Optimization exercise on an open flow, not production practice. RTL: at most simulated, not proved equivalent. The clock port is an ideal driver here. Power: default activity.

### flow/flow/run.sh
#!/bin/bash
# Standard ORFS layout with: a stronger setup repair target, plain port buffers,
# and no dummy loads in the clock tree.
set -euo pipefail
bash standard.sh \
  SETUP_SLACK_MARGIN=7.5 \
  "BUFFER_PORTS_ARGS=-buffer_cell sky130_fd_sc_hd__buf_2" \
  "CTS_ARGS=-sink_clustering_enable -repair_clock_nets -dont_use_dummy_load" \
  finish > standard.log 2>&1
### flow/standard.sh
#!/bin/bash
# synth_recipe.tcl (not shown) runs the flow's synth.tcl, then flattens the netlist and writes it again
# the make line also repeats each setting of config.mk as NAME=value (left out here)
make -C /OpenROAD-flow-scripts/flow DESIGN_CONFIG=/design/flow/config.mk WORK_HOME=/design/flow/orfs CLKGATE_MAP_FILE= SYNTH_SCRIPT=/design/flow/synth_recipe.tcl "${@:-finish}"
### flow/config.mk
export PLATFORM = sky130hd
export DESIGN_NAME = mips
export DESIGN_NICKNAME = mips
export VERILOG_FILES = /design/flow/design.v
export SDC_FILE = /design/flow/constraint.sdc
export NUM_CORES = 4
export LEC_CHECK = 0
export CAP_MARGIN = 20
export CORE_MARGIN = 2
export CORE_UTILIZATION = 40
export SLEW_MARGIN = 20
### flow/constraint.sdc
create_clock -name core_clock -period 11.0 [get_ports {clk}]
set_input_delay 2.2000 -clock core_clock [delete_from_list [all_inputs] [get_ports {clk}]]
set_output_delay 2.2000 -clock core_clock [all_outputs]
set_load 0.01 [all_outputs]
### flow/design.v
module adder #(parameter W = 32)
(
    input  logic [W-1:0] a, b,
    input  logic         cin,
    output logic [W-1:0] y,
    output logic         cout
);
    localparam L = (W > 32) ? 6 : (W > 16) ? 5 : (W > 8) ? 4 : (W > 4) ? 3 : (W > 2) ? 2 : 1;
    logic [W-1:0] g [0:L];
    logic [W-1:0] p [0:L];
    logic [W:0]   c;
    always_comb begin
        g[0] = a & b;
        p[0] = a ^ b;
        for (int l = 0; l < L; l++) begin
            for (int i = 0; i < W; i++) begin
                if ((i >> l) & 1) begin
                    g[l+1][i] = g[l][i] | (p[l][i] & g[l][((i >> l) << l) - 1]);
                    p[l+1][i] = p[l][i] & p[l][((i >> l) << l) - 1];
                end else begin
                    g[l+1][i] = g[l][i];
                    p[l+1][i] = p[l][i];
                end
            end
        end
        c[0] = cin;
        for (int i = 0; i < W; i++) c[i+1] = g[L][i] | (p[L][i] & cin);
        y    = p[0] ^ c[W-1:0];
        cout = c[W];
    end
endmodule
module mux2 #(parameter WIDTH = 8)
(
    input  logic [WIDTH-1:0] d0, d1,   
    input  logic             s,        
    output logic [WIDTH-1:0] y         
);
    assign y = s ? d1 : d0;   
endmodule
module signext(
    input  logic [15:0] a,   
    output logic [31:0] y    
);
    assign y = {{16{a[15]}}, a};
endmodule
module sl2(
    input  logic [31:0] a,   
    output logic [31:0] y    
);
    assign y = {a[29:0], 2'b00};
endmodule
module flopr #(parameter WIDTH = 32)
(
    input  logic             clk, reset,    
    input  logic [WIDTH-1:0] d,            
    output logic [WIDTH-1:0] q             
);
    always_ff @(posedge clk, posedge reset) begin
        if (reset) q <= 0;                 
        else q <= d;                       
    end
endmodule
module regfile(
    input  logic        clk,       
    input  logic        we3,       
    input  logic [4:0]  ra1, ra2,  
    input  logic [4:0]  wa3,       
    input  logic [31:0] wd3,       
    output logic [31:0] rd1, rd2   
);
    logic [31:0] rf [1:31];
    always_ff @(posedge clk)
        if (we3 && wa3 != 5'd0) rf[wa3] <= wd3;
    assign rd1 = (ra1 != 5'd0) ? rf[ra1] : 32'd0;
    assign rd2 = (ra2 != 5'd0) ? rf[ra2] : 32'd0;
endmodule
module ula(
    input  logic [31:0] a, bx,
    input  logic        inv,
    input  logic        op_and, op_or, op_slt,    
    output logic [31:0] result
);
    logic [31:0] sum;
    logic        lt;
    adder add(
        .a(a),
        .b(bx),
        .cin(inv),
        .y(sum),
        .cout()
    );
    assign lt = (a[31] == bx[31]) ? a[31] : sum[31];
    always_comb begin
        if (op_and)      result = a & bx;
        else if (op_or)  result = a | bx;
        else if (op_slt) result = {31'd0, lt};
        else             result = sum;
    end
endmodule
module ula_control(
    input  logic [1:0] ULAop,        
    input  logic [5:0] funct,        
    output logic [2:0] ULAcontrol    
);
    always_comb begin
        case(ULAop)
            2'b00: ULAcontrol = 3'b010;   
            2'b01: ULAcontrol = 3'b110;   
            2'b10: begin
                case(funct)
                    6'b100000: ULAcontrol = 3'b010;  
                    6'b100010: ULAcontrol = 3'b110;  
                    6'b100100: ULAcontrol = 3'b000;  
                    6'b100101: ULAcontrol = 3'b001;  
                    6'b101010: ULAcontrol = 3'b111;  
                    default:   ULAcontrol = 3'b010;  
                endcase
            end
            default: ULAcontrol = 3'b010;   
        endcase
    end
endmodule
module main_control(
    input  logic [5:0] op,     
    output logic regdst,       
    output logic ULAsrc,       
    output logic memtoreg,     
    output logic regwrite,     
    output logic memread,      
    output logic memwrite,     
    output logic branch,       
    output logic [1:0] ULAop   
);
    parameter R_FORMAT = 6'b000000;   
    parameter LW       = 6'b100011;   
    parameter SW       = 6'b101011;   
    parameter BEQ      = 6'b000100;   
    parameter ADDI     = 6'b001000;   
    parameter J        = 6'b000010;   
    always_comb begin
        case(op)
            R_FORMAT: begin
                regdst   = 1'b1;   
                ULAsrc   = 1'b0;   
                memtoreg = 1'b0;   
                regwrite = 1'b1;   
                memread  = 1'b0;   
                memwrite = 1'b0;   
                branch   = 1'b0;   
                ULAop    = 2'b10;  
            end
            LW: begin
                regdst   = 1'b0;   
                ULAsrc   = 1'b1;   
                memtoreg = 1'b1;   
                regwrite = 1'b1;   
                memread  = 1'b1;   
                memwrite = 1'b0;   
                branch   = 1'b0;   
                ULAop    = 2'b00;  
            end
            SW: begin
                regdst   = 1'b0;   
                ULAsrc   = 1'b1;   
                memtoreg = 1'b0;   
                regwrite = 1'b0;   
                memread  = 1'b0;   
                memwrite = 1'b1;   
                branch   = 1'b0;   
                ULAop    = 2'b00;  
            end
            BEQ: begin
                regdst   = 1'b0;   
                ULAsrc   = 1'b0;   
                memtoreg = 1'b0;   
                regwrite = 1'b0;   
                memread  = 1'b0;   
                memwrite = 1'b0;   
                branch   = 1'b1;   
                ULAop    = 2'b01;  
            end
            ADDI: begin
                regdst   = 1'b0;   
                ULAsrc   = 1'b1;   
                memtoreg = 1'b0;   
                regwrite = 1'b1;   
                memread  = 1'b0;   
                memwrite = 1'b0;   
                branch   = 1'b0;   
                ULAop    = 2'b00;  
            end
            J: begin
                regdst   = 1'b0;   
                ULAsrc   = 1'b0;   
                memtoreg = 1'b0;   
                regwrite = 1'b0;   
                memread  = 1'b0;   
                memwrite = 1'b0;   
                branch   = 1'b0;   
                ULAop    = 2'b00;  
            end
            default: begin
                regdst   = 1'b0;   
                ULAsrc   = 1'b0;   
                memtoreg = 1'b0;   
                regwrite = 1'b0;   
                memread  = 1'b0;   
                memwrite = 1'b0;   
                branch   = 1'b0;   
                ULAop    = 2'b00;  
            end
        endcase
    end
endmodule
module controller(
    input  logic [5:0] op,      
    input  logic [5:0] funct,   
    input  logic       zero,    
    output logic       memtoreg,   
    output logic       memwrite,   
    output logic       memread,    
    output logic       pcsrc,      
    output logic       ULAsrc,     
    output logic       regdst,     
    output logic       regwrite,   
    output logic [2:0] ULAcontrol,  
    output logic       jump        
);
    logic [1:0] ULAop;    
    logic       branch;    
    main_control mc(
        .op(op),
        .memread(memread),
        .memtoreg(memtoreg),
        .memwrite(memwrite),
        .branch(branch),
        .ULAsrc(ULAsrc),
        .regdst(regdst),
        .regwrite(regwrite),
        .ULAop(ULAop)
    );
    ula_control uc(
        .funct(funct),
        .ULAop(ULAop),
        .ULAcontrol(ULAcontrol)
    );
    assign pcsrc = branch & zero;
    assign jump = (op == 6'b000010);
endmodule
module datapath(
    input  logic        clk, reset,
    input  logic        memtoreg, pcsrc,      
    input  logic        ULAsrc, regdst,       
    input  logic        regwrite, memread,
    input  logic        jump,                 
    input  logic [2:0]  ULAcontrol,           
    output logic        zero,                 
    output logic [31:0] pc,                   
    input  logic [31:0] instr,                
    output logic [31:0] ULAout, writedata,    
    input  logic [31:0] readdata              
);
    logic [4:0]  writereg;                    
    logic [31:0] pcnext, pcnextbr, pcplus4, pcbranch;   
    logic [31:0] signimm, signimmsh;          
    logic [31:0] srca, srcb;                  
    logic [31:0] result;                      
    flopr #(32) pcreg(                        
        .clk(clk),
        .reset(reset),
        .d(pcnext),     
        .q(pc)
    );
    adder pcadd1(                             
        .a(pc),
        .b(32'b100),                          
        .y(pcplus4)
    );
    sl2 immshift(                             
        .a(signimm),
        .y(signimmsh)
    );
    adder pcadd2(                             
        .a(pcplus4),
        .b(signimmsh),
        .y(pcbranch)
    );
    mux2 #(32) pcbrmux(                       
        .d0(pcplus4),
        .d1(pcbranch),
        .s(pcsrc),
        .y(pcnextbr)      
    );
    mux2 #(32) pcmux(
        .d0(pcnextbr),
        .d1({pcplus4[31:28], instr[25:0], 2'b00}),
        .s(jump),
        .y(pcnext)
    );
    regfile rf(                               
        .clk(clk),
        .we3(regwrite),                       
        .ra1(instr[25:21]),                   
        .ra2(instr[20:16]),                   
        .wa3(writereg),                       
        .wd3(result),                         
        .rd1(srca),                           
        .rd2(writedata)                       
    );
    mux2 #(5) wrmux(                          
        .d0(instr[20:16]),                    
        .d1(instr[15:11]),                    
        .s(regdst),
        .y(writereg)
    );
    mux2 #(32) resmux(                        
        .d0(ULAout),                          
        .d1(readdata),                        
        .s(memtoreg),
        .y(result)
    );
    signext se(                               
        .a(instr[15:0]),                      
        .y(signimm)                           
    );
    mux2 #(32) srcbmux(                       
        .d0(writedata),                       
        .d1(signimm),                         
        .s(ULAsrc),       
        .y(srcb)
    );
    ula mainula(                              
        .a(srca),                             
        .b(srcb),                             
        .ULAcontrol(ULAcontrol),              
        .result(ULAout),                      
        .zero(zero)                           
    );
endmodule
module mips(
    input  logic        clk, reset,
    output logic [31:0] pc,          
    input  logic [31:0] instr,       
    output logic        memwrite,    
    output logic [31:0] dataadr,     
    output logic [31:0] writedata,   
    input  logic [31:0] readdata     
);
    localparam logic [5:0] OP_R = 6'h00, OP_J = 6'h02, OP_BEQ = 6'h04,
                           OP_ADDI = 6'h08, OP_LW = 6'h23, OP_SW = 6'h2B;
    logic        d_valid;
    logic [31:0] d_instr;
    logic        e_wr, e_load, e_store, e_beq;    
    logic [4:0]  e_dest;
    logic [31:0] e_a, e_b;                        
    logic [31:0] e_bi;                            
    logic        e_inv;
    logic        e_fwda, e_fwdb, e_fwdbi;         
    logic        e_fwdb_l;                        
    logic        e_and, e_or, e_slt;
    logic [31:0] e_btarget;
    logic        m_wr, m_load;
    logic [4:0]  m_dest;
    logic [31:0] m_res, m_wd;
    logic [31:0] pc4, pcnext, btarget_d;
    logic        redirect_e, redirect_d, stall_d, jump_f;
    assign pc4    = pc + 32'd4;
    assign jump_f = (instr[31:26] == OP_J);
    logic [31:0] pcnext_e;
    logic        sel_f;
    assign pcnext_e = redirect_e ? e_btarget :
                      redirect_d ? btarget_d :
                      stall_d    ? pc : pc4;
    assign sel_f    = jump_f & !redirect_e & !redirect_d & !stall_d;
    assign pcnext   = sel_f ? {pc4[31:28], instr[25:0], 2'b00} : pcnext_e;
    always_ff @(posedge clk, posedge reset)
        if (reset) pc <= 32'd0;
        else       pc <= {pcnext[31:2], 2'b00};    
    always_ff @(posedge clk, posedge reset)
        if (reset) d_valid <= 1'b0;
        else if (redirect_e | redirect_d) d_valid <= 1'b0;
        else if (!stall_d) d_valid <= !jump_f;
    always_ff @(posedge clk)
        if (!stall_d) d_instr <= instr;
    logic [5:0]  d_op, d_funct;
    logic [4:0]  d_rs, d_rt, d_rd;
    logic [31:0] d_simm;
    logic        d_isr, d_isaddi, d_islw, d_issw, d_isbeq;
    logic        d_alu_rs, d_alu_rt, d_wr, d_inv;
    logic [4:0]  d_dest;
    logic [31:0] rf_a, rf_b, d_a, d_b, d_bi, wb_data;
    assign d_op    = d_instr[31:26];
    assign d_rs    = d_instr[25:21];
    assign d_rt    = d_instr[20:16];
    assign d_rd    = d_instr[15:11];
    assign d_funct = d_instr[5:0];
    assign d_simm  = {{16{d_instr[15]}}, d_instr[15:0]};
    assign d_isr    = (d_op == OP_R);
    assign d_isaddi = (d_op == OP_ADDI);
    assign d_islw   = (d_op == OP_LW);
    assign d_issw   = (d_op == OP_SW);
    assign d_isbeq  = (d_op == OP_BEQ);
    assign d_dest   = d_isr ? d_rd : d_rt;
    assign d_wr     = (d_isr | d_isaddi | d_islw) & (d_dest != 5'd0);
    assign d_alu_rs = d_isr | d_isaddi | d_islw | d_issw | d_isbeq;
    assign d_alu_rt = d_isr | d_isbeq;
    adder d_badd(
        .a(pc),
        .b({d_simm[29:0], 2'b00}),
        .cin(1'b0),
        .y(btarget_d),
        .cout()
    );
    assign redirect_d = d_valid & d_isbeq & (d_rs == d_rt) & !redirect_e;
    assign stall_d = d_valid & e_load &
                     ((d_alu_rs & (d_rs == e_dest)) | (d_alu_rt & (d_rt == e_dest)));
    assign wb_data = m_load ? readdata : m_res;
    regfile rf(
        .clk(clk),
        .we3(m_wr),
        .ra1(d_rs),
        .ra2(d_rt),
        .wa3(m_dest),
        .wd3(wb_data),
        .rd1(rf_a),
        .rd2(rf_b)
    );
    assign d_a = (m_wr & (m_dest == d_rs)) ? wb_data : rf_a;
    assign d_b = (m_wr & (m_dest == d_rt)) ? wb_data : rf_b;
    assign d_inv = d_isr & ((d_funct == 6'h22) | (d_funct == 6'h2A));
    assign d_bi  = (d_isr ? d_b : d_simm) ^ {32{d_inv}};
    logic d_go;
    assign d_go = d_valid & !stall_d & !redirect_e;
    always_ff @(posedge clk, posedge reset)
        if (reset) begin
            e_wr    <= 1'b0;
            e_load  <= 1'b0;
            e_store <= 1'b0;
            e_beq   <= 1'b0;
        end else begin
            e_wr    <= d_go & d_wr;
            e_load  <= d_go & d_islw & (d_dest != 5'd0);
            e_store <= d_go & d_issw;
            e_beq   <= d_go & d_isbeq & (d_rs != d_rt);
        end
    always_ff @(posedge clk) begin
        e_dest    <= d_dest;
        e_a       <= d_a;
        e_b       <= d_b;
        e_bi      <= d_bi;
        e_inv     <= d_inv;
        e_fwda    <= e_wr & !e_load & (e_dest == d_rs);
        e_fwdb    <= e_wr & !e_load & (e_dest == d_rt);
        e_fwdbi   <= e_wr & !e_load & (e_dest == d_rt) & d_isr;
        e_fwdb_l  <= e_load & (e_dest == d_rt);
        e_and     <= d_isr & (d_funct == 6'h24);
        e_or      <= d_isr & (d_funct == 6'h25);
        e_slt     <= d_isr & (d_funct == 6'h2A);
        e_btarget <= btarget_d;
    end
    logic [31:0] a, b, b_full, bx, res;
    assign a      = e_fwda ? m_res : e_a;
    assign b      = e_fwdb ? m_res : e_b;
    assign b_full = e_fwdb_l ? readdata : b;
    assign bx     = e_fwdbi ? (m_res ^ {32{e_inv}}) : e_bi;
    ula alu(
        .a(a),
        .bx(bx),
        .inv(e_inv),
        .op_and(e_and),
        .op_or(e_or),
        .op_slt(e_slt),
        .result(res)
    );
    assign redirect_e = e_beq & (a == b);
    always_ff @(posedge clk, posedge reset)
        if (reset) begin
            memwrite <= 1'b0;
            m_wr     <= 1'b0;
            m_load   <= 1'b0;
        end else begin
            memwrite <= e_store;
            m_wr     <= e_wr;
            m_load   <= e_load;
        end
    always_ff @(posedge clk) begin
        m_dest <= e_dest;
        m_res  <= res;
        m_wd   <= b_full;
    end
    assign dataadr   = m_res;
    assign writedata = m_wd;
endmodule
==> flow_metrics.py, run 1 <==
metrics = {
    "status": {
        "status": "no timing/DRC/antenna violations",
    },
    "timing": {
        "fin_crit_ns": 3.51,
        "setup_viol": 0,
        "relSlewSlack_pct": 21.4,
        "report.final.slew_viol_count": 0,
        "rsz0062_at_grt": "yes",
        "tightest_slew_ns": 1.18,
        "clock_skew_ns": 0.0552,
        "hold_viol": 0,
        "finalSetupTns_ns": 0,
        "finalCritPeriodShare_pct": 31.9,
        "timing.fmax_mhz": 285,
    },
    "pwr": {
        "p_total_mw": 12.6,
        "peakVddDrop_mv": 0.0908,
        "powerDensity_mw_per_mm2": 177,
        "cellLeakagePower_nw": 24.1,
    },
    "synthesis": {
        "synth_area_sq_mm": 0.0622,
        "avgSynthCellArea_sq_um": 15.6,
        "synth_xor_area_share_pct": 3.07,
        "ys_ff_latch": 1280,
        "syn-instance-count": 3974,
        "synth_top_family_by_area": "multiplexers",
        "yosysUniqueCellTypes": 78,
        "synth-async-reset-ratio_pct": 2.97,
        "synth-compound-area-share_pct": 5.80,
        "seq_area_frac_synth_pct": 58.0,
        "yosysWarnings": 6,
        "synth_ff_type": "edfxtp_1",
        "synth_simple_gate_area_share_pct": 4.11,
        "yosys.area_share.adder_pct": 2.03,
        "synth-edff-count": 1024,
        "synthMuxAreaShare_pct": 24.0,
    },
    "setup_path": {
        "slowest_stage": "dfrtp_2",
        "critPathCaptureType": "output port",
        "start_kind": "register",
        "timing.critical_path.cells": "buf_6",
        "slowest_delay_ns": 0.43,
        "critPathKind": "reg2out",
        "cp.arrival_ns": 1.31,
        "required_ns": 8.80,
        "r2r_slack_ns": 7.52,
        "cp_max_fo": 2,
        "path_buf_inv": 1,
        "path_delay_family": "flip-flops",
    },
    "clock_network": {
        "cts_root_buf": "clkbuf_16",
        "clk-insertion-delay-late_ns": 0.77,
        "cts_buffer_depth": 3,
        "cts_tree": "yes",
        "cts_max_level": 4,
        "postCtsHoldBufs": 0,
        "path_clk_slew_ns": 0.06,
        "clock-sinks": 1280,
        "cts_buffers": 139,
    },
    "grt": {
        "overflow": 0,
        "grt_pass1_vias": 38200,
        "grt_busiest_layer": "met2",
        "use_met1_pct": 35.0,
        "antenna_found_initial": 10,
        "use_met2_pct": 39.2,
        "grtUsageMet3_pct": 5.74,
        "grt_pass1_wl_um": 284000,
        "grt_usage_pct": 25.3,
        "grt_max_degree": 154,
    },
    "finish": {
        "drive_gt1_share_pct": 30.6,
        "finalInstanceArea_sq_mm": 0.0712,
        "area_growth_pct": 14.5,
        "finish.net_count": 4352,
    },
    "routing": {
        "wire_per_inst_um": 32.7,
        "first_pass_iters": 7,
        "remaining_drc_errors": 0,
        "drtAntennaViolNets": 0,
        "viasPerCell": 6.35,
        "drt_iter0_drc": 5736,
        "route.vias.total": 39600,
        "drt_wl_total_um": 204000,
    },
    "worst_hold_path": {
        "hold_class": "reg2reg",
    },
    "place": {
        "port_buffers": 160,
        "place_area_sq_mm": 0.0654,
        "hpwl_um": 120000,
        "place.gp.congestion": 0.909,
    },
    "flow_run": {
        "drv_cap": 0,
    },
    "die": {
        "coreArea_sq_mm": 0.154,
        "start_util_pct": 40.3,
        "die_area_sq_mm": 0.159,
        "io_pins": 163,
        "die_w_um": 398,
        "die_y_um": 398,
        "core.rowCount": 144,
    },
}
## cells by family after synthesis
family	Yosys count
compound gates	571
xor+xnor	218
fa+ha+maj	98
buf+inv	462
flops	1280
mux	804
other cells	1
simple gates	540
## routing by layer
layer	wire, um	share of wire [%]	up-vias
li1	-	-	16100
met1	81400	40	20600
met2	93500	46	2385
met3	21100	10	440
met4	7930	3.9	8
met5	57	0.028	-
## Yosys cell counts (all sizes together), types with 15 or more instances
cell type,count,share of area (%)
o22ai,60,0.60
a211oi,95,1.1
a21o,24,0.29
xnor2,101,1.4
nor2b,21,0.21
o21ai,124,1.0
nor3,24,0.21
nand4,17,0.17
nand2,136,0.83
inv,166,1.0
mux2,22,0.40
and2,18,0.18
dfxtp,218,7.0
xor2,117,1.6
a21oi,162,1.3
o221ai,16,0.23
nor3b,17,0.21
dfrtp,38,1.5
mux4,546,20
mux2i,236,3.8
nor2,184,1.1
nor4,15,0.15
clkbuf,184,1.1
and3,18,0.18
ha,93,1.9
edfxtp,1024,49
nand3,51,0.41
buf,111,0.88
## area by class of cell
class,count,area (sq um)
fill,13200,83000
timing repair inverter,2,15.0
inverter,167,651
antenna,2,5.00
sequential,1280,36300
multi-input combinational,2233,25100
timing repair buffer,365,3160
tap,2044,2560
clock buffer,139,3480
## flip-flops by register name (all words and copies together) (netlist names), 5 cells and up, named ones only
register and cells:
m_res 32, rf.rf 992, e_a 32, e_bi 32, m_dest 5, m_wd 32, d_instr 32, pc 30
e_btarget 30, e_dest 5, e_b 32
## cells in the final DEF, fill, tap and decap left out, types with 60 or more instances in the layout
cell | netlist | routed
nand2_1 | 135 | 133
a21oi_1 | 162 | 151
xnor2_1 | 101 | 100
buf_2 | 41 | 129
xor2_1 | 117 | 115
buf_4 | 10 | 158
inv_1 | 166 | 160
mux2i_1 | 236 | 211
ha_1 | 93 | 88
edfxtp_1 | 1024 | 1024
o21ai_0 | 118 | 110
dfxtp_1 | 218 | 165
nor2_1 | 184 | 151
a211oi_1 | 95 | 95
o22ai_1 | 60 | 60
clkbuf_16 | 0 | 142
mux4_2 | 546 | 546
## final timing paths
| kind | from | endpoint | depth (start not counted) |
|---|---|---|---|
| worst max-delay path | pc[4] | pc[4] | 1 |
| worst min-delay path | e_wr | m_wr | 0 |
| worst max register to register | e_b[13] | pc[17] | 11 |
| worst min register to register | e_wr | m_wr | 0 |
| max in group asynchronous | reset | pc[12] | 3 |
| min in group asynchronous | reset | pc[31] | 3 |
## stage by stage
step           worst slack [ns]  hold WS [ns]  std cells  util (%)
2_1_floorplan              7.44         0.331       3975         -
3_3_place_gp               6.41         0.376       5968      42.4
3_5_place_dp               6.39         0.377       5968      42.4
4_1_cts                    7.44         0.390       6193      45.7
5_1_grt                    7.33         0.409       6230      46.2
6_report                   7.49         0.392       6232      46.2
## where the power goes
part	switching, mW	internal [mW]
Clock	1.76	2.21
Sequential	0.221	5.87
Combinational	1.57	0.941
## repair_timing
action	in CTS	in global routing
gates cloned	7	5
resized for setup	214	84
setup buffers	79	32
endpoints found under the setup margin	205	169
pin swaps	6	21
Testbench counts, summed over its fixed seeds: cycles 20,184.
==> run 2, diff against run 1 <==
==> flow/flow/run.sh (replaced) <==
#!/bin/bash
# Standard ORFS layout with: a stronger setup repair target, plain port buffers,
# and a clock tree of larger sink clusters without dummy loads.
set -euo pipefail
bash standard.sh \
  SETUP_SLACK_MARGIN=7.5 \
  "BUFFER_PORTS_ARGS=-buffer_cell sky130_fd_sc_hd__buf_2" \
  "CTS_ARGS=-sink_clustering_enable -repair_clock_nets -dont_use_dummy_load -sink_clustering_size 24 -sink_clustering_max_diameter 100 -buf_list sky130_fd_sc_hd__clkbuf_16" \
  finish > standard.log 2>&1
--- a/flow/config.mk
+++ b/flow/config.mk
@@ -8,4 +8,4 @@
 export CAP_MARGIN = 20
 export CORE_MARGIN = 2
-export CORE_UTILIZATION = 40
+export CORE_UTILIZATION = 50
 export SLEW_MARGIN = 20
==> run 2 against run 1 <==
- die area is 20% lower
- worst hold slack better by 0.0069 ns
- clock skew is 0.0063 ns lower
- highest routed layer unchanged
==> flow_metrics.py, run 2 <==
metrics = {
    "grt": {
        "grt_usage_pct": 30.7,
        "grt_max_degree": 73,
        "antenna_found_initial": 4,
        "grt_pass1_wl_um": 276000,
        "grt_pass1_vias": 37500,
        "overflow": 0,
    },
    "setup_path": {
        "critPathLaunch": "readdata[22]",
        "critPathKind": "in2reg",
        "start_kind": "input port",
        "cp.arrival_ns": 3.81,
        "critPathCaptureType": "register",
        "cp_max_fo": 31,
        "required_ns": 11.27,
        "rr_endpoint": "e_bi[25]",
        "r2r_cells": 8,
        "r2r_slack_ns": 7.49,
    },
    "finish": {
        "final_common_cell": "edfxtp_1",
        "layout_common_cells": "edfxtp_1 (1024), mux4_2 (546), mux2i_1 (213)",
        "area_growth_pct": 10.5,
        "max_flop_register": "rf.rf",
        "drive_gt1_share_pct": 29.2,
        "fin_cells": 5744,
        "largest_register_ffs": 992,
        "finish.net_count": 4272,
        "finalInstanceArea_sq_mm": 0.0687,
        "fin_util_pct": 55.7,
    },
    "clock_network": {
        "postCtsHoldBufs": 0,
        "path_clk_slew_ns": 0.09,
        "clk-insertion-delay-late_ns": 0.73,
        "cts_root_buf": "clkbuf_16",
        "clock-sinks": 1280,
        "cts_tree": "yes",
        "cts_buffer_depth": 3,
        "cts_max_level": 2,
        "cts_buffers": 61,
    },
    "pwr": {
        "swShare_pct": 29.4,
        "power.internal_mw": 7.79,
        "seq_power_share_pct": 55.2,
        "peakVddDrop_mv": 0.210,
        "p_total_mw": 11.0,
        "p_switching_mw": 3.25,
        "powerDensity_mw_per_mm2": 161,
        "cellLeakagePower_nw": 23.2,
        "pwr-share-clk_pct": 22.5,
        "combinationalPowerShare_pct": 22.3,
    },
    "synthesis": {
        "syn-instance-count": 3974,
        "synth_area_sq_mm": 0.0622,
        "synth_ff_type": "edfxtp_1",
        "ys_ff_latch": 1280,
        "seq_area_frac_synth_pct": 58.0,
        "avgSynthCellArea_sq_um": 15.6,
        "yosysUniqueCellTypes": 78,
        "yosysWarnings": 6,
        "synth-edff-count": 1024,
        "synth.most_common_cell": "edfxtp_1",
        "ys_top_cells_by_area": "edfxtp_1 (49%), mux4_2 (20%), dfxtp_1 (7.0%)",
        "synth-async-reset-ratio_pct": 2.97,
        "yosys-top-cells-count": "edfxtp_1 (1024), mux4_2 (546), mux2i_1 (236)",
        "synth_largest_area_cell": "edfxtp_1",
        "synth_top_cell_area_share_pct": 49.5,
    },
    "die": {
        "io_pins": 163,
        "coreArea_sq_mm": 0.123,
        "core.rowCount": 129,
        "start_util_pct": 50.4,
        "die_y_um": 357,
        "die_w_um": 357,
        "die_area_sq_mm": 0.127,
    },
    "routing": {
        "drtAntennaViolNets": 0,
        "drt_wl_total_um": 197000,
        "first_pass_iters": 6,
        "route.vias.total": 38100,
        "wire_per_inst_um": 34.3,
        "remaining_drc_errors": 0,
        "viasPerCell": 6.63,
        "drt_iter0_drc": 5223,
    },
    "timing": {
        "setup_viol": 0,
        "rsz0062_at_grt": "yes",
        "fin_crit_ns": 3.53,
        "timing.fmax_mhz": 283,
        "finalSetupTns_ns": 0,
        "hold_viol": 0,
        "clock_skew_ns": 0.0489,
        "finalCritPeriodShare_pct": 32.1,
        "tightest_slew_ns": 1.05,
        "report.final.slew_viol_count": 0,
        "relSlewSlack_pct": 29.8,
    },
    "flow_run": {
        "drv_cap": 0,
    },
    "worst_hold_path": {
        "hold_start": "e_wr",
        "hold_end": "m_wr",
        "whs_path_depth": 0,
        "hold_class": "reg2reg",
    },
    "place": {
        "port_buffers": 160,
        "dp.cells": 5566,
        "hpwl_um": 115000,
        "place_area_sq_mm": 0.0650,
        "place.gp.congestion": 0.881,
    },
    "status": {
        "status": "no timing/DRC/antenna violations",
    },
}
## run 2: what timing repair did
item                       in CTS  in global routing
gates cloned                    7                  4
setup buffers                  72                 32
resized for setup             184                 95
pin swaps                       6                 24
setup endpoints to repair     207                133
## run 2: logic make-up (layout without fill, tap and decap cells)
logic type | count (synthesis) | after routing | share of synthesized area, %
compound gates | 571 | 571 | 5.80
xor+xnor | 218 | 218 | 3.07
simple gates | 540 | 540 | 4.11
other cells | 1 | 3 | 0.00603
mux | 804 | 804 | 24.0
flops | 1280 | 1280 | 58.0
fa+ha+maj | 98 | 98 | 2.03
buf+inv | 462 | 593 | 3.00
## run 2: critical path, stage by stage
cell	delay, ns
buf_2	0.12
mux2i_1	0.79
inv_1	0.68
## run 2: through the flow
step	hold WS, ns	setup WS [ns]
2_1_floorplan	0.331	7.44
3_3_place_gp	0.383	6.08
3_5_place_dp	0.375	6.04
4_1_cts	0.405	7.34
5_1_grt	0.417	7.31
6_report	0.399	7.47
## run 2: cell type report
cell class,count,area (sq um)
fill,9650,54800
sequential,1280,36300
multi-input combinational,2233,25100
timing repair buffer,365,3170
tap,1637,2050
clock buffer,61,1530
inverter,167,647
antenna,1,2.50
## run 2: worst max-delay path by stage
stage                         end  slack, ns  cells past startpoint
CTS                      e_bi[30]       7.34                      9
global route             e_bi[25]       7.31                      9
floorplan                  pc[14]       7.44                      8
finish              rf.rf[15][22]       7.47                      3
global placement         e_bi[30]       6.08                      9
detailed placement       e_bi[30]       6.04                      9
## run 2: routing by layer
layer  routed length [um]  track usage (%)
met3                18000             6.38
met5                   11                0
met2                92800             49.1
met1                78200             42.1
met4                 7810             10.6
## run 2: power groups by stage
| stage | Combinational, mW | Sequential, mW | Clock (mW) |
|---|---|---|---|
| 6_report | 2.47 | 6.09 | 2.48 |
| 5_1_grt | 2.65 | 6.11 | 2.67 |
| 4_1_cts | 2.36 | 6.08 | 2.52 |
| 3_5_place_dp | 2.03 | 6.30 | 0 |
| 3_3_place_gp | 2.01 | 6.29 | 0 |
| 2_1_floorplan | 1.36 | 6.11 | 0 |
==> run 3, diff against run 2 <==
==> flow/flow/run.sh (replaced) <==
#!/bin/bash
# Standard ORFS layout with: a stronger setup repair target (plus a second repair
# pass after CTS), plain port buffers, and a clock tree of larger sink clusters
# without dummy loads.
set -euo pipefail
bash standard.sh \
  SETUP_SLACK_MARGIN=7.5 \
  "BUFFER_PORTS_ARGS=-buffer_cell sky130_fd_sc_hd__buf_2" \
  "CTS_ARGS=-sink_clustering_enable -repair_clock_nets -dont_use_dummy_load -sink_clustering_size 24 -sink_clustering_max_diameter 100 -buf_list sky130_fd_sc_hd__clkbuf_16" \
  "POST_CTS_TCL=$PWD/flow/post_cts.tcl" \
  finish > standard.log 2>&1
==> flow/flow/post_cts.tcl (new file) <==
# Extra setup repair after clock tree synthesis: a second repair_timing pass
# that may change cell footprints, then legalise the placement again.
estimate_parasitics -placement
repair_timing -setup -setup_margin 7.5 -repair_tns 100 -verbose
detailed_placement
check_placement -verbose
estimate_parasitics -placement
report_worst_slack
==> run 3 against run 2 <==
- still clean on timing, DRC and antenna
- global-route usage rose by 0.080 points
- sequential share of layout area barely moved
- area after synthesis did not move
- non-clock buffer count rose by 4
- utilization barely moved
- worst hold slack improved by 0.0031 ns
- critical path type is now reg2out
- critical endpoint is now pc[2]
==> flow_metrics.py, run 3 <==
metrics = {
    "status": {
        "status": "no timing/DRC/antenna violations",
    },
    "timing": {
        "tightest_slew_ns": 1.04,
        "rsz0062_at_grt": "yes",
        "fin_crit_ns": 3.57,
        "setup_viol": 0,
        "timing.fmax_mhz": 280,
        "report.final.slew_viol_count": 0,
        "finalCritPeriodShare_pct": 32.4,
        "finalSetupTns_ns": 0,
        "setup_slack_ns": 7.43,
        "relSlewSlack_pct": 30.7,
        "hold_viol": 0,
        "clock_skew_ns": 0.0519,
    },
    "finish": {
        "largest_register_ffs": 992,
        "area_growth_pct": 10.4,
        "drive_gt1_share_pct": 29.1,
        "max_flop_register": "rf.rf",
        "finish.net_count": 4276,
        "layout_common_cells": "edfxtp_1 (1024), mux4_2 (546), mux2i_1 (213)",
        "fillers": 9659,
        "final_common_cell": "edfxtp_1",
        "fin_cells": 5749,
        "finalInstanceArea_sq_mm": 0.0687,
    },
    "routing": {
        "drt_wl_total_um": 197000,
        "route.vias.total": 38200,
        "remaining_drc_errors": 0,
        "drt_iter0_drc": 5069,
        "viasPerCell": 6.64,
        "wire_per_inst_um": 34.2,
        "drtAntennaViolNets": 0,
        "first_pass_iters": 6,
    },
    "die": {
        "coreArea_sq_mm": 0.123,
        "core.rowCount": 129,
        "io_pins": 163,
        "die_w_um": 357,
        "die_y_um": 357,
        "die_area_sq_mm": 0.127,
        "start_util_pct": 50.4,
    },
    "grt": {
        "grt_pass1_vias": 37500,
        "antenna_found_initial": 4,
        "grt_pass1_wl_um": 277000,
        "overflow": 0,
        "grt_max_degree": 73,
        "grt_usage_pct": 30.8,
    },
    "place": {
        "dp.cells": 5566,
        "place_area_sq_mm": 0.0650,
        "hpwl_um": 115000,
        "dpl_worst_slack_ns": 6.04,
        "place.gp.congestion": 0.881,
        "port_buffers": 160,
    },
    "synthesis": {
        "synth.most_common_cell": "edfxtp_1",
        "synth_largest_area_cell": "edfxtp_1",
        "syn-instance-count": 3974,
        "synth_area_sq_mm": 0.0622,
        "synth-edff-count": 1024,
        "ys_ff_latch": 1280,
        "synth-async-reset-ratio_pct": 2.97,
        "ys_top_cells_by_area": "edfxtp_1 (49%), mux4_2 (20%), dfxtp_1 (7.0%)",
        "yosysWarnings": 6,
        "yosysUniqueCellTypes": 78,
        "synth_ff_type": "edfxtp_1",
        "yosys-top-cells-count": "edfxtp_1 (1024), mux4_2 (546), mux2i_1 (236)",
        "synth_top_cell_area_share_pct": 49.5,
        "avgSynthCellArea_sq_um": 15.6,
        "seq_area_frac_synth_pct": 58.0,
    },
    "setup_path": {
        "r2r_start": "e_fwda",
        "critPathKind": "reg2out",
        "path_delay_family": "flip-flops",
        "crit_cells": 2,
        "slowest_delay_ns": 0.42,
        "cp_max_fo": 2,
        "critPathLaunch": "pc[2]",
        "critPathCaptureType": "output port",
        "path_buf_inv": 2,
        "timing.critical_path.cells": "buf_6 -> buf_6",
        "required_ns": 8.80,
        "cp.arrival_ns": 1.37,
        "crit_top_cell": "buf_6",
        "r2r_cells": 13,
        "start_kind": "register",
        "slowest_stage": "dfrtp_2",
    },
    "pwr": {
        "peakVddDrop_mv": 0.210,
        "powerDensity_mw_per_mm2": 161,
        "cellLeakagePower_nw": 23.2,
    },
    "clock_network": {
        "clk-insertion-delay-late_ns": 0.73,
        "cts_tree": "yes",
        "clock-sinks": 1280,
        "path_clk_slew_ns": 0.11,
    },
    "worst_hold_path": {
        "hold_start": "e_wr",
        "whs_path_depth": 0,
        "hold_class": "reg2reg",
    },
    "flow_run": {
        "drv_cap": 0,
    },
}
-- run 3: stage by stage --
| stage | total power, mW | hold slack [ns] | utilization, % |
|---|---|---|---|
| global route | 11.4 | 0.417 | 55.6 |
| detailed placement | 8.33 | 0.375 | 52.6 |
| global placement | 8.30 | 0.383 | 52.6 |
| finish | 11.0 | 0.402 | 55.6 |
| floorplan | 7.47 | 0.331 | - |
-- run 3: where the power goes --
part | switching, mW | total [mW] | internal (mW) | leakage [nW]
registers | 0.226 | 6.09 | 5.86 | 11.5
logic | 1.52 | 2.46 | 0.943 | 10.9
clock network | 1.50 | 2.48 | 0.985 | 0.752
-- run 3: worst paths after layout --
path	slack [ns]	end
max in group asynchronous	8.65	pc[13]
worst min register to register	0.40	m_wr
worst max-delay path	7.43	pc[2]
worst min-delay path	0.40	m_wr
min in group asynchronous	1.69	pc[21]
worst max register to register	7.46	pc[17]
-- run 3: area by class of cell --
| cell class | count | area, sq um | area share [%] |
|---|---|---|---|
| sequential | 1280 | 36300 | 52.8 |
| multi-input combinational | 2233 | 25000 | 36.3 |
| timing repair buffer | 369 | 3220 | 4.69 |
| tap | 1637 | 2050 | 2.98 |
| clock buffer | 61 | 1530 | 2.22 |
| inverter | 167 | 643 | 0.937 |
| antenna | 2 | 5.00 | 0.00729 |
-- run 3: logic make-up (layout without fill, tap and decap cells) --
logic type,after synthesis,after routing,synth area share [%]
xor gates and xnor gates,218,218,3.07
buffers and inverters,462,597,3.00
AOI/OAI and AO/OA,571,571,5.80
DFF,1280,1280,58.0
and+or+nand+nor,540,540,4.11
adders and majority gates,98,98,2.03
muxes,804,804,24.0
other,1,4,0.00603
-- run 3: layer usage --
layer | wire (um) | global-route usage, %
met5 | 11 | 0
met4 | 7940 | 10.8
met3 | 18300 | 6.43
met2 | 92500 | 49.1
met1 | 78100 | 42.2
==> run 4, diff against run 3 <==
--- a/flow/design.v
+++ b/flow/design.v
@@ -70,8 +70,17 @@
 );
     logic [31:0] rf [1:31];
+    logic [31:1] sel1, sel2;
     always_ff @(posedge clk)
         if (we3 && wa3 != 5'd0) rf[wa3] <= wd3;
-    assign rd1 = (ra1 != 5'd0) ? rf[ra1] : 32'd0;
-    assign rd2 = (ra2 != 5'd0) ? rf[ra2] : 32'd0;
+    always_comb begin
+        rd1 = 32'd0;
+        rd2 = 32'd0;
+        for (int i = 1; i < 32; i++) begin
+            sel1[i] = (ra1 == 5'(i));
+            sel2[i] = (ra2 == 5'(i));
+            rd1 = rd1 | ({32{sel1[i]}} & rf[i]);
+            rd2 = rd2 | ({32{sel2[i]}} & rf[i]);
+        end
+    end
 endmodule
 module ula(
--- a/flow/config.mk
+++ b/flow/config.mk
@@ -8,4 +8,5 @@
 export CAP_MARGIN = 20
 export CORE_MARGIN = 2
-export CORE_UTILIZATION = 50
+export CORE_UTILIZATION = 38
+export PLACE_DENSITY = 0.42
 export SLEW_MARGIN = 20
==> run 4 against run 3 <==
- still clean on timing, DRC and antenna
- sequential power grew 2%
- sequential cell count shrank 10
- non-clock buffer count grew 105
- maximum frequency shrank 1.1%
- final area shrank 5.6%
- combinational power grew 8%
- synthesized cell count grew 6.8%
- clock power grew 8.5%
- first-iteration DRC count grew 82%
- cell count grew 12%
==> flow_metrics.py, run 4 <==
metrics = {
    "finish": {
        "fillers": 13400,
        "max_flop_register": "rf.rf",
        "antennaDiodeCount": 0,
        "layout_common_cells": "edfxtp_1 (1024), a221oi_1 (451), a22o_1 (449)",
        "final_common_cell": "edfxtp_1",
        "area_growth_pct": 14.3,
        "finish.net_count": 4656,
        "largest_register_ffs": 992,
        "multi_input_area_sq_mm": 0.0204,
        "drive_gt1_share_pct": 19.1,
        "fin_cells": 6420,
        "seq_area_sq_mm": 0.0360,
    },
    "pwr": {
        "swShare_pct": 31.6,
        "seq_power_share_pct": 53.8,
        "powerDensity_mw_per_mm2": 178,
        "pwr-share-clk_pct": 23.3,
        "combinationalPowerShare_pct": 22.9,
        "peakVddDrop_mv": 0.111,
        "power.internal_mw": 7.90,
        "p_switching_mw": 3.65,
        "cellLeakagePower_nw": 21.7,
    },
    "timing": {
        "tightest_slew_ns": 1.21,
        "rsz0062_at_grt": "yes",
        "relSlewSlack_pct": 19.1,
        "setup_viol": 0,
        "hold_viol": 0,
        "setup_slack_ns": 7.39,
        "report.final.slew_viol_count": 0,
        "finalSetupTns_ns": 0,
        "finalCritPeriodShare_pct": 32.8,
        "timing.fmax_mhz": 277,
        "clock_skew_ns": 0.0755,
        "fin_crit_ns": 3.61,
    },
    "place": {
        "hpwl_um": 169000,
        "place.gp.congestion": 0.891,
        "dpl_worst_slack_ns": 6.16,
        "port_buffers": 160,
        "dp.cells": 6205,
    },
    "worst_hold_path": {
        "hold_class": "reg2reg",
        "hold_start": "e_dest[2]",
        "hold_end": "m_dest[2]",
        "whs_path_depth": 0,
    },
    "die": {
        "die_area_sq_mm": 0.152,
        "io_pins": 163,
        "die_y_um": 390,
        "die_w_um": 390,
        "coreArea_sq_mm": 0.148,
        "start_util_pct": 38.3,
        "core.rowCount": 141,
    },
    "clock_network": {
        "path_clk_slew_ns": 0.10,
        "clock-sinks": 1270,
        "cts_tree": "yes",
        "clk-insertion-delay-late_ns": 0.72,
    },
    "setup_path": {
        "critPathCaptureType": "register",
        "r2r_cells": 8,
        "start_kind": "register",
        "rr_endpoint": "e_a[14]",
        "critPathKind": "reg2reg",
        "cp_max_fo": 22,
        "cp.arrival_ns": 4.18,
        "r2r_start": "d_instr[23]",
        "r2r_slack_ns": 7.39,
        "required_ns": 11.57,
    },
    "grt": {
        "grt_pass1_wl_um": 402000,
        "grt_usage_pct": 39.1,
        "overflow": 0,
        "grt_pass1_vias": 44400,
        "grt_max_degree": 58,
        "antenna_found_initial": 4,
    },
    "routing": {
        "drt_iter0_drc": 9230,
        "route.vias.total": 46200,
        "wire_per_inst_um": 47.6,
        "first_pass_iters": 10,
        "remaining_drc_errors": 0,
        "viasPerCell": 7.19,
        "drtAntennaViolNets": 0,
        "drt_wl_total_um": 306000,
    },
    "synthesis": {
        "yosysWarnings": 6,
        "yosys-top-cells-count": "edfxtp_1 (1024), a221oi_1 (452), a22o_1 (449)",
        "ys_top_cells_by_area": "edfxtp_1 (54%), dfxtp_1 (7.3%), a221oi_1 (7.0%)",
        "seq_area_frac_synth_pct": 63.2,
        "synth_largest_area_cell": "edfxtp_1",
        "synth-async-reset-ratio_pct": 2.99,
        "syn-instance-count": 4244,
        "synth_ff_type": "edfxtp_1",
        "synth-edff-count": 1024,
        "avgSynthCellArea_sq_um": 13.4,
        "synth_top_cell_area_share_pct": 54.2,
        "synth.most_common_cell": "edfxtp_1",
        "ys_ff_latch": 1270,
        "synth_area_sq_mm": 0.0567,
        "yosysUniqueCellTypes": 77,
    },
    "status": {
        "status": "no timing/DRC/antenna violations",
    },
    "flow_run": {
        "drv_cap": 0,
    },
}
run 4: changes by cell type after synthesis, sizes merged, moves of 64 or more:
| cell | delta |
|---|---|
| a211oi | -86 |
| nor3 | +67 |
| mux2i | -123 |
| mux4 | -546 |
| a222oi | +64 |
| nand4 | +129 |
| a221oi | +439 |
| a22o | +447 |
run 4: cell families after synthesis:
group,Yosys count,share of synthesized area (%)
flip-flops,1270,63.2
adder cells (fa/ha/maj),98,2.23
AND/OR/NAND/NOR,698,6.19
XOR/XNOR,206,3.18
buffers and inverters,460,3.31
AO/OA/AOI/OAI,1383,19.5
multiplexers,128,2.31
other,1,0.00661
run 4: layer usage:
metal | global-route usage (%) | part of all wire (%)
met5 | 0 | 0.0036
met4 | 21.1 | 6.9
met3 | 11.1 | 12
met2 | 57.0 | 42
met1 | 52.4 | 39
run 4: worst max path at each step:
stage / start / to / slack (ns) / cells past startpoint
after global routing: pc[3] / pc[16] / 7.34 / 18
after detailed placement: e_fwdb / pc[15] / 6.16 / 12
final: d_instr[23] / e_a[14] / 7.39 / 8
after global placement: e_fwdb / pc[11] / 6.21 / 12
after floorplan: instr[29] / pc[11] / 7.40 / 7
run 4: through the flow:
step           power, mW  instance area [sq um]  utilization, %  hold slack [ns]
5_1_grt             11.9                  64800            43.8            0.433
3_5_place_dp        8.59                  60800            41.1            0.386
2_1_floorplan       7.50                  56800               -            0.331
3_3_place_gp        8.61                  60700            41.0            0.377
6_report            11.6                  64800            43.8            0.425
run 4: critical path, stage by stage, from the launching register on:
cell and delay, ns:
edfxtp_1 0.62, or3b_2 0.68, nor2_4 0.60, buf_4 0.72, a22o_1 0.25, a221oi_1 0.05, nand4_1 0.12, nor3_1 0.07
a21oi_1 0.33
run 4: final cells by class:
class	instances	share of cell area [%]
tap	1930	3.73
multi-input combinational	2517	31.5
sequential	1270	55.6
clock buffer	66	2.55
inverter	160	0.950
timing repair inverter	3	0.0309
timing repair buffer	474	5.68
run 4: power groups by stage:
stage,sequential (mW),clock [mW],combinational [mW]
after global placement,6.37,0,2.25
after floorplan,6.23,0,1.26
final,6.22,2.69,2.65
after global routing,6.24,2.85,2.81
after detailed placement,6.36,0,2.23
Testbench counts of run 4, summed over its fixed seeds: cycles 20,184.
==> run 5, diff against run 4 <==
--- a/flow/design.v
+++ b/flow/design.v
@@ -435,6 +435,9 @@
         .rd2(rf_b)
     );
-    assign d_a = (m_wr & (m_dest == d_rs)) ? wb_data : rf_a;
-    assign d_b = (m_wr & (m_dest == d_rt)) ? wb_data : rf_b;
+    logic fwd_ma, fwd_mb;
+    assign fwd_ma = m_wr & (m_dest == d_rs);
+    assign fwd_mb = m_wr & (m_dest == d_rt);
+    assign d_a = (fwd_ma & m_load) ? readdata : (fwd_ma ? m_res : rf_a);
+    assign d_b = (fwd_mb & m_load) ? readdata : (fwd_mb ? m_res : rf_b);
     assign d_inv = d_isr & ((d_funct == 6'h22) | (d_funct == 6'h2A));
     assign d_bi  = (d_isr ? d_b : d_simm) ^ {32{d_inv}};
==> run 5 against run 4 <==
- non-clock buffer count decreased by 39
- largest power group unchanged
- sequential power barely moved
- clock skew is 0.0082 ns lower
- synthesized cell count grew 5.3%
- still clean on timing, DRC and antenna
- via count increased by 1.7%
==> flow_metrics.py, run 5 <==
metrics = {
    "routing": {
        "route.vias.total": 47000,
        "drt_iter0_drc": 9487,
        "highest_layer": "met5",
        "drt_wl_total_um": 307000,
        "wire_per_inst_um": 45.9,
        "drtAntennaViolNets": 0,
        "viasPerCell": 7.03,
        "wl_met2_um": 130000,
        "dr_wl_met3_um": 37900,
        "remaining_drc_errors": 0,
        "first_pass_iters": 9,
        "wirelength_met1_um": 121000,
    },
    "setup_path": {
        "rr_endpoint": "e_bi[5]",
        "timing.critical_path.cells": "or2_2 -> nor2_4 -> buf_6 -> a222oi_1 -> nand3_1 -> nor3_1 -> and3_1 -> a21oi_1 -> xnor2_1 -> o21ai_1",
        "crit_cells": 10,
        "r2r_start": "d_instr[18]",
        "path_buf_inv": 1,
        "slowest_delay_ns": 0.57,
        "r2r_slack_ns": 7.37,
        "endpoint": "e_bi[5]",
        "critPathCaptureType": "register",
        "slowest_stage": "edfxtp_1",
        "critPathLaunch": "d_instr[18]",
        "path_delay_family": "simple AND/OR/NAND/NOR gates",
        "cp.arrival_ns": 4.17,
        "cp_max_fo": 27,
        "start_kind": "register",
        "required_ns": 11.54,
        "r2r_cells": 10,
        "critPathKind": "reg2reg",
    },
    "finish": {
        "largest_register_ffs": 992,
        "final_common_cell": "edfxtp_1",
        "layout_common_cells": "edfxtp_1 (1024), a22oi_1 (449), a221oi_1 (237)",
        "area_growth_pct": 13.8,
        "finish.net_count": 4823,
        "seq_area_sq_mm": 0.0360,
        "multi_input_area_sq_mm": 0.0210,
        "drive_gt1_share_pct": 18.1,
        "fillers": 13800,
        "max_flop_register": "rf.rf",
    },
    "place": {
        "dpl_worst_slack_ns": 6.37,
        "hpwl_um": 166000,
        "place.gp.congestion": 0.870,
        "port_buffers": 160,
    },
    "die": {
        "die_area_sq_mm": 0.154,
        "die_w_um": 392,
        "io_pins": 163,
        "coreArea_sq_mm": 0.150,
        "die_y_um": 392,
        "start_util_pct": 38.3,
        "core.rowCount": 142,
    },
    "synthesis": {
        "synth-edff-count": 1024,
        "synth_top_cell_area_share_pct": 53.6,
        "yosysUniqueCellTypes": 85,
        "synth.most_common_cell": "edfxtp_1",
        "synth_ff_type": "edfxtp_1",
        "synth_largest_area_cell": "edfxtp_1",
        "synth_area_sq_mm": 0.0573,
        "yosysWarnings": 6,
        "synth-async-reset-ratio_pct": 2.99,
        "ys_ff_latch": 1270,
        "ys_top_cells_by_area": "edfxtp_1 (54%), dfxtp_1 (7.3%), a22oi_1 (5.9%)",
        "yosys-top-cells-count": "edfxtp_1 (1024), a22oi_1 (449), a221oi_1 (238)",
        "seq_area_frac_synth_pct": 62.5,
        "avgSynthCellArea_sq_um": 12.8,
        "syn-instance-count": 4467,
    },
    "timing": {
        "setup_viol": 0,
        "fin_crit_ns": 3.63,
        "report.final.slew_viol_count": 0,
        "timing.fmax_mhz": 276,
        "hold_viol": 0,
        "relSlewSlack_pct": 19.1,
        "tightest_slew_ns": 1.21,
        "finalCritPeriodShare_pct": 33.0,
        "setup_slack_ns": 7.37,
        "finalSetupTns_ns": 0,
        "clock_skew_ns": 0.0672,
        "rsz0062_at_grt": "yes",
    },
    "clock_network": {
        "clock-sinks": 1270,
        "path_clk_slew_ns": 0.11,
        "cts_tree": "yes",
        "clk-insertion-delay-late_ns": 0.70,
    },
    "flow_run": {
        "drv_cap": 0,
    },
    "pwr": {
        "swShare_pct": 31.5,
        "p_total_mw": 11.4,
        "combinationalPowerShare_pct": 22.3,
        "pwr-share-clk_pct": 23.5,
        "cellLeakagePower_nw": 21.8,
        "power.internal_mw": 7.84,
        "peakVddDrop_mv": 0.109,
        "seq_power_share_pct": 54.2,
        "p_switching_mw": 3.61,
        "powerDensity_mw_per_mm2": 175,
    },
    "grt": {
        "grt_pass1_wl_um": 401000,
        "overflow": 0,
        "grt_pass1_vias": 44200,
        "grt_usage_pct": 38.7,
        "grt_max_degree": 65,
        "antenna_found_initial": 3,
    },
    "worst_hold_path": {
        "hold_class": "reg2reg",
    },
    "status": {
        "status": "no timing/DRC/antenna violations",
    },
}
-- run 5: power groups by stage --
stage / Sequential, mW / Combinational [mW] / Clock [mW]
after global routing: 6.23 / 2.70 / 2.85
after floorplan: 6.20 / 1.27 / 0
final: 6.20 / 2.56 / 2.69
after detailed placement: 6.35 / 2.18 / 0
after global placement: 6.36 / 2.18 / 0
-- run 5: cells by family after synthesis --
family	Yosys count	share of synthesized area, %
AO/OA/AOI/OAI	1396	18.7
XOR/XNOR	210	3.21
adder cells (fa/ha/maj)	98	2.20
buffers and inverters	479	3.45
flip-flops	1270	62.5
multiplexers	120	2.17
other	1	0.00654
AND/OR/NAND/NOR	893	7.67
-- run 5: routing by layer --
layer  up-vias  global-route usage (%)
met5         -                       0
met4         4                    18.6
met3       804                    9.90
met2      3935                    56.8
met1     24100                    53.4
li1      18100                       -
-- run 5: area by class of cell --
| class | count | share of cell area, % |
|---|---|---|
| diodes | 10 | 0.0384 |
| well taps | 2016 | 3.87 |
| multi-input cells | 2720 | 32.1 |
| repair buffers | 435 | 5.24 |
| flip-flops and latches | 1270 | 55.2 |
| repair inverters | 2 | 0.0230 |
| inverters | 164 | 0.955 |
| clock buffers | 66 | 2.53 |
-- run 5: metrics by stage --
step	utilization [%]	hold WS [ns]	cells	area, sq um
final	43.6	0.395	6683	65200
after global routing	43.5	0.414	6675	65200
after detailed placement	40.9	0.368	6469	61200
after global placement	40.9	0.384	6469	61200
after floorplan	-	0.331	4468	57600
-- run 5: how the worst min path moves through the flow --
| stage | cells after the start | slack [ns] | start | to |
|---|---|---|---|---|
| finish | 1 | 0.40 | e_btarget[13] | pc[13] |
| floorplan | 0 | 0.33 | e_store | memwrite |
| global route | 0 | 0.41 | e_dest[3] | m_dest[3] |
| global placement | 0 | 0.38 | e_wr | m_wr |
| detailed placement | 0 | 0.37 | e_wr | m_wr |
Testbench counts of run 5, summed over its fixed seeds: cycles 20,184.
==> run 6, diff against run 5 <==
--- a/flow/config.mk
+++ b/flow/config.mk
@@ -8,5 +8,5 @@
 export CAP_MARGIN = 20
 export CORE_MARGIN = 2
-export CORE_UTILIZATION = 38
-export PLACE_DENSITY = 0.42
+export CORE_UTILIZATION = 44
+export PLACE_DENSITY = 0.5
 export SLEW_MARGIN = 20
==> run 6 against run 5 <==
- final area fell by 1.1%
- combinational power rose by 2%
- sequential share of layout area rose by 0.60 points
- sequential power fell by 0.6%
- power fell by 1.3%
- critical path depth fell by 2
- synthesized cell count did not move
- count of clock-buffer cells in the layout fell by 5
- maximum frequency barely moved
- setup slack got worse by 0.00072 ns
- critical endpoint is now e_a[3]
- largest power group unchanged
==> flow_metrics.py, run 6 <==
metrics = {
    "finish": {
        "area_growth_pct": 12.6,
        "fin_util_pct": 49.9,
        "max_flop_register": "rf.rf",
        "largest_register_ffs": 992,
        "finish.net_count": 4812,
        "layout_common_cells": "edfxtp_1 (1024), a22oi_1 (449), a221oi_1 (238)",
        "fin_cells": 6395,
        "drive_gt1_share_pct": 17.2,
        "final_common_cell": "edfxtp_1",
    },
    "synthesis": {
        "synth_ff_type": "edfxtp_1",
        "synth.most_common_cell": "edfxtp_1",
        "yosysUniqueCellTypes": 85,
        "synth_area_sq_mm": 0.0573,
        "synth-edff-count": 1024,
        "ys_top_cells_by_area": "edfxtp_1 (54%), dfxtp_1 (7.3%), a22oi_1 (5.9%)",
        "syn-instance-count": 4467,
        "ys_ff_latch": 1270,
        "yosysWarnings": 6,
        "synth_top_cell_area_share_pct": 53.6,
        "avgSynthCellArea_sq_um": 12.8,
        "synth-async-reset-ratio_pct": 2.99,
        "seq_area_frac_synth_pct": 62.5,
        "synth_largest_area_cell": "edfxtp_1",
        "yosys-top-cells-count": "edfxtp_1 (1024), a22oi_1 (449), a221oi_1 (238)",
    },
    "die": {
        "die_y_um": 365,
        "die_w_um": 365,
        "coreArea_sq_mm": 0.129,
        "io_pins": 163,
        "die_area_sq_mm": 0.133,
        "core.rowCount": 132,
        "start_util_pct": 44.3,
    },
    "timing": {
        "fin_crit_ns": 3.63,
        "finalCritPeriodShare_pct": 33.0,
        "finalSetupTns_ns": 0,
        "relSlewSlack_pct": 20.1,
        "timing.fmax_mhz": 276,
        "setup_viol": 0,
        "report.final.slew_viol_count": 0,
        "rsz0062_at_grt": "yes",
        "clock_skew_ns": 0.107,
        "tightest_slew_ns": 1.20,
        "hold_viol": 0,
    },
    "grt": {
        "grt_usage_pct": 41.3,
        "overflow": 0,
        "use_met2_pct": 57.8,
        "grt_max_degree": 66,
        "use_met1_pct": 56.2,
        "grt_pass1_wl_um": 375000,
        "grtUsageMet3_pct": 13.6,
        "grt_busiest_layer": "met2",
        "grt_pass1_vias": 43800,
        "antenna_found_initial": 9,
    },
    "setup_path": {
        "critPathCaptureType": "register",
        "cp_max_fo": 25,
        "critPathKind": "reg2reg",
        "required_ns": 11.53,
        "slowest_stage": "nor2_4",
        "slowest_delay_ns": 0.72,
        "cp.arrival_ns": 4.16,
        "start_kind": "register",
        "timing.critical_path.cells": "nand3b_1 -> nor2_4 -> buf_4 -> a22o_1 -> a221oi_1 -> nand4_1 -> nor3_1 -> a21oi_1",
    },
    "pwr": {
        "powerDensity_mw_per_mm2": 175,
        "cellLeakagePower_nw": 21.7,
        "peakVddDrop_mv": 0.109,
        "p_total_mw": 11.3,
    },
    "routing": {
        "drt_iter0_drc": 10500,
        "route.vias.total": 47000,
        "viasPerCell": 7.35,
        "drtAntennaViolNets": 0,
        "first_pass_iters": 9,
        "remaining_drc_errors": 0,
        "wire_per_inst_um": 44.2,
        "drt_wl_total_um": 283000,
    },
    "place": {
        "dp.cells": 6191,
        "port_buffers": 160,
        "place.gp.congestion": 0.910,
        "hpwl_um": 149000,
    },
    "clock_network": {
        "path_clk_slew_ns": 0.11,
        "clk-insertion-delay-late_ns": 0.77,
        "clock-sinks": 1270,
        "cts_tree": "yes",
    },
    "status": {
        "status": "no timing/DRC/antenna violations",
    },
    "flow_run": {
        "drv_cap": 0,
    },
    "worst_hold_path": {
        "hold_class": "reg2reg",
    },
}
[run 6: cell counts after synthesis]
Identical to the previous run, type by type.
[run 6: stage by stage]
stage | hold WS, ns | setup slack (ns) | cell area [sq um]
after global placement | 0.371 | 6.42 | 60900
after global routing | 0.413 | 7.40 | 64500
final | 0.391 | 7.37 | 64600
after floorplan | 0.331 | 7.03 | 57600
after detailed placement | 0.371 | 6.45 | 60900
[run 6: path summary, 6_finish.rpt]
check | start | to | slack (ns) | cells past startpoint
worst max-delay path | d_instr[23] | e_a[3] | 7.37 | 8
worst min-delay path | e_btarget[29] | pc[29] | 0.39 | 2
worst max register to register | d_instr[23] | e_a[3] | 7.37 | 8
worst min register to register | e_btarget[29] | pc[29] | 0.39 | 2
max in group asynchronous | reset | pc[19] | 8.57 | 2
min in group asynchronous | reset | pc[30] | 1.69 | 2
[run 6: metal layers]
metal,vias to the layer above,share of wire (%),wire length (um)
li1,18100,-,-
met1,23500,37,106000
met2,4458,40,114000
met3,997,15,41800
met4,4,7.2,20400
met5,-,0.0081,23
[run 6: critical path, delay by kind of cell (launching register included)]
kind / cells / cell delay, ns
compound gates: 3 / 0.80
flops: 1 / 0.58
buf+inv: 1 / 0.71
simple gates: 4 / 1.39
[run 6: cell families after synthesis]
group                    Yosys count  share of synthesized area, %
adder cells (fa/ha/maj)           98                          2.20
AO/OA/AOI/OAI                   1396                          18.7
AND/OR/NAND/NOR                  893                          7.67
buffers and inverters            479                          3.45
flip-flops                      1270                          62.5
XOR/XNOR                         210                          3.21
other                              1                       0.00654
multiplexers                     120                          2.17
[run 6: layout make-up]
cell class                      count  area, sq um
Clock buffer                       61         1530
Sequential cell                  1270        36000
Inverter                          164          619
Timing Repair Buffer              430         3400
Tap cell                         1742         2180
Timing Repair inverter              1         5.00
Fill cell                       11400        64900
Multi-Input combinational cell   2720        20800
Antenna cell                        7         17.5
[run 6: power breakdown]
part | switching (mW) | internal, mW
clock | 1.56 | 0.986
combinational | 1.73 | 0.864
sequential | 0.232 | 5.93
==> run 7, diff against run 6 <==
--- a/flow/design.v
+++ b/flow/design.v
@@ -368,4 +368,5 @@
     logic        e_fwdb_l;                        
     logic        e_and, e_or, e_slt;
+    logic        e_addi;                          
     logic [31:0] e_btarget;
     logic        m_wr, m_load;
@@ -421,5 +422,9 @@
         .cout()
     );
-    assign redirect_d = d_valid & d_isbeq & (d_rs == d_rt) & !redirect_e;
+    logic d_zbeq, e_zero;
+    assign d_zbeq = d_isbeq & e_addi &
+                    (((d_rt == 5'd0) & (d_rs == e_dest)) | ((d_rs == 5'd0) & (d_rt == e_dest)));
+    assign e_zero = ((e_a ^ e_bi) == {(e_a[30:0] | e_bi[30:0]), 1'b0});
+    assign redirect_d = d_valid & d_isbeq & ((d_rs == d_rt) | (d_zbeq & e_zero)) & !redirect_e;
     assign stall_d = d_valid & e_load &
                      ((d_alu_rs & (d_rs == e_dest)) | (d_alu_rt & (d_rt == e_dest)));
@@ -454,5 +459,5 @@
             e_load  <= d_go & d_islw & (d_dest != 5'd0);
             e_store <= d_go & d_issw;
-            e_beq   <= d_go & d_isbeq & (d_rs != d_rt);
+            e_beq   <= d_go & d_isbeq & !redirect_d;
         end
     always_ff @(posedge clk) begin
@@ -469,4 +474,5 @@
         e_or      <= d_isr & (d_funct == 6'h25);
         e_slt     <= d_isr & (d_funct == 6'h2A);
+        e_addi    <= d_go & d_isaddi & (d_dest != 5'd0) & !(e_wr & !e_load & (e_dest == d_rs));
         e_btarget <= btarget_d;
     end
==> run 7 against run 6 <==
- global-route usage increased by 0.14 points
- largest power group unchanged
- critical path depth decreased by 5
- non-clock buffer count up 88
- via count is 2.2% higher
- sequential share of layout area decreased by 1.7 points
- sequential cell count rose by 1
- worst hold slack lost 0.0022 ns
- combinational power increased by 2%
- highest routed layer unchanged
- die area is 1.1% higher
- still clean on timing, DRC and antenna
==> flow_metrics.py, run 7 <==
metrics = {
    "status": {
        "status": "no timing/DRC/antenna violations",
    },
    "die": {
        "die_w_um": 367,
        "coreArea_sq_mm": 0.131,
        "start_util_pct": 44.2,
        "die_y_um": 367,
        "die_area_sq_mm": 0.135,
        "core.rowCount": 133,
        "io_pins": 163,
    },
    "clock_network": {
        "path_clk_slew_ns": 0.10,
        "clock-sinks": 1271,
        "cts_tree": "yes",
        "clk-insertion-delay-late_ns": 0.78,
    },
    "flow_run": {
        "drv_cap": 0,
    },
    "pwr": {
        "combinationalPowerShare_pct": 23.4,
        "seq_power_share_pct": 54.4,
        "power.internal_mw": 7.78,
        "peakVddDrop_mv": 0.148,
        "p_switching_mw": 3.58,
        "swShare_pct": 31.5,
        "pwr-share-clk_pct": 22.2,
        "powerDensity_mw_per_mm2": 171,
        "p_total_mw": 11.4,
        "cellLeakagePower_nw": 22.8,
    },
    "finish": {
        "fin_util_pct": 50.8,
        "max_flop_register": "rf.rf",
        "finish.net_count": 4958,
        "layout_common_cells": "edfxtp_1 (1024), a221oi_1 (463), a22o_1 (451)",
        "finalInstanceArea_sq_mm": 0.0666,
        "final_common_cell": "edfxtp_1",
        "area_growth_pct": 14.9,
        "fillers": 11500,
        "drive_gt1_share_pct": 19.2,
        "largest_register_ffs": 992,
    },
    "setup_path": {
        "r2r_cells": 15,
        "required_ns": 11.31,
        "cp_max_fo": 31,
        "r2r_slack_ns": 7.42,
        "start_kind": "input port",
        "critPathKind": "in2reg",
        "slowest_delay_ns": 0.84,
        "cp.arrival_ns": 3.91,
        "slowest_stage": "mux2i_1",
        "r2r_start": "e_a[16]",
        "timing.critical_path.cells": "buf_2 -> mux2i_1 -> inv_1",
        "path_delay_family": "buffers and inverters",
        "path_buf_inv": 2,
        "critPathCaptureType": "register",
        "rr_endpoint": "pc[2]",
    },
    "synthesis": {
        "synth_ff_type": "edfxtp_1",
        "synth-edff-count": 1024,
        "synth-async-reset-ratio_pct": 2.99,
        "synthMuxAreaShare_pct": 1.59,
        "synth_xor_area_share_pct": 3.55,
        "synth-compound-area-share_pct": 19.7,
        "seq_area_frac_synth_pct": 61.9,
        "yosys.area_share.adder_pct": 2.85,
        "ys_top_cells_by_area": "edfxtp_1 (53%), dfxtp_1 (7.2%), a221oi_1 (7.1%)",
        "synth_area_sq_mm": 0.0580,
        "yosysUniqueCellTypes": 84,
        "synth_largest_area_cell": "edfxtp_1",
        "synth_top_family_by_area": "compound AO/OA/AOI/OAI gates",
        "yosysWarnings": 6,
        "yosys-top-cells-count": "edfxtp_1 (1024), a221oi_1 (468), a22o_1 (451)",
        "synth_simple_gate_area_share_pct": 6.66,
        "avgSynthCellArea_sq_um": 12.9,
        "syn-instance-count": 4490,
        "synth_top_cell_area_share_pct": 53.1,
        "ys_ff_latch": 1271,
        "synth.most_common_cell": "edfxtp_1",
    },
    "timing": {
        "setup_viol": 0,
        "report.final.slew_viol_count": 0,
        "setup_slack_ns": 7.40,
        "fin_crit_ns": 3.60,
        "finalSetupTns_ns": 0,
        "tightest_slew_ns": 1.19,
        "hold_viol": 0,
        "relSlewSlack_pct": 20.7,
        "clock_skew_ns": 0.0839,
        "timing.fmax_mhz": 278,
        "finalCritPeriodShare_pct": 32.7,
        "rsz0062_at_grt": "yes",
    },
    "routing": {
        "remaining_drc_errors": 0,
        "first_pass_iters": 10,
        "viasPerCell": 7.37,
        "drt_iter0_drc": 10600,
        "wire_per_inst_um": 44.4,
        "route.vias.total": 48100,
        "drt_wl_total_um": 289000,
        "drtAntennaViolNets": 0,
    },
    "place": {
        "dpl_worst_slack_ns": 5.58,
        "port_buffers": 160,
        "place_area_sq_mm": 0.0617,
        "hpwl_um": 158000,
        "place.gp.congestion": 0.923,
    },
    "grt": {
        "grtUsageMet3_pct": 15.2,
        "use_met1_pct": 55.1,
        "use_met2_pct": 58.7,
        "grt_busiest_layer": "met2",
        "antenna_found_initial": 9,
        "overflow": 0,
        "grt_max_degree": 62,
        "grt_pass1_wl_um": 384000,
        "grt_usage_pct": 41.4,
        "grt_pass1_vias": 45000,
    },
    "worst_hold_path": {
        "hold_end": "m_wr",
        "whs_path_depth": 0,
        "hold_class": "reg2reg",
        "hold_start": "e_wr",
    },
}
run 7: cell count changes after synthesis, moves of 48 or more:
cell      before  now
a221oi_1     238  468
buf_2         73   25
nand2_1      209  142
inv_1        163  241
clkbuf_1     201  251
a22oi_1      449    5
a22o_1       225  451
run 7: final cells by class:
| class | instances | area, sq um | share of cell area [%] |
|---|---|---|---|
| sequential | 1271 | 36100 | 54.2 |
| multi-input combinational | 2671 | 21600 | 32.5 |
| timing repair buffer | 518 | 4280 | 6.43 |
| tap | 1755 | 2200 | 3.30 |
| clock buffer | 60 | 1500 | 2.26 |
| inverter | 241 | 908 | 1.36 |
| antenna | 4 | 10.0 | 0.0150 |
run 7: worst max path at each step:
stage,startpoint,cells past startpoint,end
2_1_floorplan,instr[26],7,pc[10]
3_3_place_gp,instr[26],7,pc[15]
3_5_place_dp,instr[26],7,pc[15]
5_1_grt,e_fwda,15,m_res[20]
6_report,readdata[31],3,rf.rf[8][31]
run 7: power by group through the flow:
stage / combinational, mW / sequential (mW) / clock, mW
after global routing: 2.80 / 6.20 / 2.67
after floorplan: 1.27 / 6.21 / 0
after global placement: 2.17 / 6.33 / 0
after detailed placement: 2.18 / 6.33 / 0
final: 2.66 / 6.18 / 2.53
run 7: per-stage QoR:
stage | hold WS [ns] | cells
global route | 0.389 | 6516
global placement | 0.367 | 6247
floorplan | 0.331 | 4491
detailed placement | 0.368 | 6251
finish | 0.389 | 6520
run 7: metal layers:
layer  part of all wire [%]  vias up
met5                  0.032        -
li1                       -    18500
met3                     15     1072
met4                    7.0       12
met2                     41     4479
met1                     37    24000
run 7: logic make-up after synthesis:
group,Yosys count
AO/OA/AOI/OAI,1435
XOR/XNOR,235
adder cells (fa/ha/maj),129
buffers and inverters,550
flip-flops,1271
multiplexers,90
other,1
AND/OR/NAND/NOR,779
Testbench counts of run 7, summed over its fixed seeds: cycles 19,766.
